From an optimization exercise on the open Yosys and OpenROAD flow, aimed at small area and a short achievable clock period; shortcuts taken in it are not production practice.
The RTL was checked by simulation tests, not by an equivalence proof against the original design.

// fano_decoder
module fano_decoder#(
    parameter MAX_SH_W           = 256    
)(
    input                         clk,
    input                         reset_n,
    input                         i_vld,
    input [1                  :0] i_data,              
    input                         i_diff_en,
    input [7                  :0] i_delta_T,
    input [15                 :0] i_forward_step,
    output                        o_vld,
    output                        o_dec_sym
);
localparam        PMAX   = MAX_SH_W - 36;    
localparam [35:0] PMASK  = 36'hD354E3267;
localparam        AW     = PMAX + 2;         
localparam        SW     = PMAX + 1;         
localparam        NW     = 36;               
reg        nlocal_rst;
reg        in_vld;
reg        sh_en;          
reg [1:0]  in_data;
reg        diff_en;
reg [7:0]  dT;
reg [15:0] fstep;
always @(posedge clk) begin
    nlocal_rst <= reset_n;
    in_data    <= i_data;
    in_vld     <= reset_n & i_vld;
    sh_en      <= i_vld;
    diff_en    <= i_diff_en;
    dT         <= i_delta_T;
    fstep      <= i_forward_step;
end
reg                st_init, st_idle, st_mc, st_fm, st_bm;    
reg [3:0]          ph;           
reg                norm_en;
reg [7:0]          pointer;
reg [7:0]          ridx;         
reg [7:0]          nrx;          
reg [8:0]          fcnt;
reg [SW-1:0]       sh_d, sh_p;
reg [MAX_SH_W-1:0] decode_sh;
reg [AW-1:0]       A;
reg [NW-1:0]       W;            
reg signed [15:0]  T, Mp, Mc;
reg signed [15:0]  thr;          
reg                tup;          
reg                mp_ge;        
reg        diff0, diffm;         
reg        par;                  
reg        rdd, rdp;             
reg        rda;                  
  ...
For scale: about 5300 cells after synthesis, roughly 1200 flip-flops, about 0.056 mm2 of cells after synthesis.
Settings: LEC_CHECK=0, CAP_MARGIN=20, CORE_MARGIN=2, CORE_UTILIZATION=55, CTS_CLUSTER_DIAMETER=100, CTS_CLUSTER_SIZE=20, PLACE_DENSITY=0.7, SLEW_MARGIN=20; clock period 11.0 ns.
standard.sh (not shown) runs the stock make flow with config.mk's settings and CLKGATE_MAP_FILE= SYNTH_SCRIPT=/design/flow/synth_recipe.tcl, a recipe that flattens the netlist after the stock synthesis.
==> flow/flow/run.sh <==
#!/bin/bash
set -euo pipefail
bash standard.sh SETUP_SLACK_MARGIN=7.7 finish > standard_flow.log 2>&1
The first run went through all stages and came out clean.
Rerun with:
--- a/flow/design.v
+++ b/flow/design.v
@@ -13,29 +13,32 @@
     output                        o_dec_sym
 );
 localparam        PMAX   = MAX_SH_W - 36;    
 localparam [35:0] PMASK  = 36'hD354E3267;
 localparam        AW     = PMAX + 2;         
 localparam        SW     = PMAX + 1;         
 localparam        NW     = 36;               
 reg        nlocal_rst;
 reg        in_vld;
 reg        sh_en;          
+reg        a_sh_n;         
+wire       a_sh  = !a_sh_n;
 reg [1:0]  in_data;
 reg        diff_en;
 reg [7:0]  dT;
 reg [15:0] fstep;
 always @(posedge clk) begin
     nlocal_rst <= reset_n;
     in_data    <= i_data;
     in_vld     <= reset_n & i_vld;
     sh_en      <= i_vld;
+    a_sh_n     <= !(reset_n & i_vld & nlocal_rst);    
     diff_en    <= i_diff_en;
     dT         <= i_delta_T;
     fstep      <= i_forward_step;
 end
 reg                st_init, st_idle, st_mc, st_fm, st_bm;    
 reg [3:0]          ph;           
 reg                norm_en;
 reg [7:0]          pointer;
 reg [7:0]          ridx;         
 reg [7:0]          nrx;          
@@ -53,21 +56,21 @@
 reg        rdd, rdp;             
 reg        rda;                  
 reg        ab;                   
 reg        top;                  
 reg        e_r, d_r;             
 reg signed [15:0] s;             
 reg        f0, f1;               
 reg        fm_r, bm_r, td_r, inv_r;    
 reg  ptr_nz;                               
 reg  ptr_sat;                              
-wire sat_sh  = in_vld & ptr_sat;           
+wire sat_sh  = a_sh & ptr_sat;             
 reg q8, q9, q10, q11;
 always @(posedge clk) begin
     q8  <= (st_mc && ph == 4'd7)  || (st_bm && ph == 4'd8);
     q9  <= (st_mc && ph == 4'd8)  || (st_bm && ph == 4'd9);
     q10 <= (st_mc && ph == 4'd9)  || (st_bm && ph == 4'd10);
     q11 <= (st_mc && ph == 4'd10) || (st_bm && ph == 4'd11);
 end
 wire metric_norm    = st_idle & norm_en & (T == $signed(fstep));
 wire A_bit_erase    = st_idle & ptr_nz;
 wire idle_n         = st_init | (st_idle & !ptr_nz) | td_r | st_fm;    
@@ -92,22 +95,22 @@
         st_mc   <= (st_idle & ptr_nz) | inv_r | (st_mc & !fm_r & !bm_r & !td_r);
         st_fm   <= fm_r;
         st_bm   <= bm_r | (st_bm & !td_r & !inv_r);
         if (st_idle) begin
             if (metric_norm) norm_en <= 1'b0;
         end else if (!st_init) norm_en <= 1'b1;
         ph <= (start_rib_calc || back_move) ? 4'd1 : ph + 4'd1;
     end
 end
 wire       ptr_clr  = !nlocal_rst || st_init;
-wire       ptr_inc  = (in_vld || back_move) && !ptr_sat;
-wire       ptr_dec  = !(in_vld || back_move) && forward_move;
+wire       ptr_inc  = (a_sh || back_move) && !ptr_sat;
+wire       ptr_dec  = !(a_sh || back_move) && forward_move;
 wire [7:0] ptr_m2   = pointer - 8'd2;
 wire [7:0] ptr_m1   = pointer - 8'd1;
 wire [7:0] ptr_p1   = pointer + 8'd1;
 wire [7:0] ptr_p2   = pointer + 8'd2;
 wire [7:0] ptr_next = ptr_clr ? 8'd0 : ptr_inc ? ptr_p1 : ptr_dec ? ptr_m1 : pointer;
 reg  k_neg, k_pos;                           
 always @(posedge clk) begin
     k_neg <= (st_mc && ph == 4'd5) || (st_bm && ph == 4'd8);
     k_pos <= st_bm && ph == 4'd9;
 end
@@ -122,27 +125,28 @@
     pointer <= ptr_next;
     ptr_nz  <= ptr_next != 8'd0;
     ptr_sat <= ptr_next == PMAX[7:0];
     ridx    <= ridx_next;
 end
 always @(posedge clk) begin
     if (!nlocal_rst || st_init)  fcnt <= 9'd0;
     else if (forward_move)       fcnt <= fcnt[8] ? fcnt : fcnt + 9'd1;
     else if (back_move)          fcnt <= (fcnt != 9'd0) ? fcnt - 9'd1 : 9'd0;
 end
-reg  [15:0] hi_r, lo_r;
+reg  [15:0] hi_n, lo_n;
+wire [15:0] hi_r = ~hi_n, lo_r = ~lo_n;
 genvar gi;
 generate
     for (gi = 0; gi < 16; gi = gi + 1) begin : g_pre
         always @(posedge clk) begin
-            hi_r[gi] <= (gi < 14) && ridx_next[7:4] == gi;
-            lo_r[gi] <= ridx_next[3:0] == gi;
+            hi_n[gi] <= !((gi < 14) && ridx_next[7:4] == gi);
+            lo_n[gi] <= ridx_next[3:0] != gi;
         end
     end
 endgenerate
 function automatic rd_f(input [255:0] x, input [15:0] h, input [15:0] l);
     integer a, b;
     reg g;
     begin
         rd_f = 1'b0;
         for (a = 0; a < 16; a = a + 1) begin
             g = 1'b0;
@@ -272,27 +276,26 @@
     end else if (back_move) begin
         Mc <= Mp;
     end else if (metric_norm) begin
         Mp <= {1'b0, Mp[15:1]};
         Mc <= {1'b0, Mc[15:1]};
     end else if (dbm) begin
         Mp <= (fcnt == 9'd0) ? 16'sh8000 : (fcnt == 9'd1) ? 16'sd0 : s_m;
     end
 end
 wire        clr_a  = !nlocal_rst || st_init;
-reg         a_wr;
-always @(posedge clk) a_wr <= nlocal_rst & (inv_n | fm_n | (idle_n & (ptr_next != 8'd0)));
+reg         a_wr_n;
+always @(posedge clk) a_wr_n <= !(nlocal_rst & (inv_n | fm_n | (idle_n & (ptr_next != 8'd0))));
+wire        a_wr   = !a_wr_n;
 wire [15:0] hi_wa  = (hi_r & {16{a_wr}}) | {16{clr_a}};
 wire [15:0] lo_wa  = lo_r | {16{clr_a}};
 wire        a_dat  = inverse_A & !clr_a;
-reg         a_sh;
-always @(posedge clk) a_sh <= reset_n & i_vld & nlocal_rst;
 wire        clr_d  = !nlocal_rst;
 wire [15:0] hi_wd  = (hi_r & {16{forward_move}}) | {16{clr_d}};
 wire [15:0] lo_wd  = lo_r | {16{clr_d}};
 wire        d_dat  = sym & !clr_d;
 always @(posedge clk) begin
     if (sh_en) begin
         sh_d <= {sh_d[SW-2:0], in_data[1]};
         sh_p <= {sh_p[SW-2:0], in_data[0]};
     end
 end
Fmax goes down by 0.56%.
Utilization increases by 0.43 points.
Die area goes down by 1.7%.
Design area goes down by 0.98%.
Wire length came out higher by 1.8%.

## what the ideal ports hide
Ports are ideal in the flow. The routed layouts listed here were re-timed in OpenROAD. Step 1, drivers: a clkbuf_16 drives clk and a buf_2 each remaining input, both assumed. Step 2 adds t to the input delays and takes it off the output delays; t is the mean of the earliest and latest rising clock arrival at the registers after step 1. Input paths then give back, and output paths get back, about the clock's delay inside the block. Slacks: ideal / step 1 / step 2; pairs: ideal / step 1.
run	t (ns)	setup WS [ns]	worst setup path after step 2	latest minus earliest clock arrival (ns)	worst data-port slew with drivers (ns)
the first run	0.729	7.673 / 7.605 / 7.749	input to register	0.033 / 0.032	0.07
the second run	0.729	7.654 / 7.588 / 7.692	register to register	0.032 / 0.032	0.05
After both steps setup and hold are still met in every run listed.
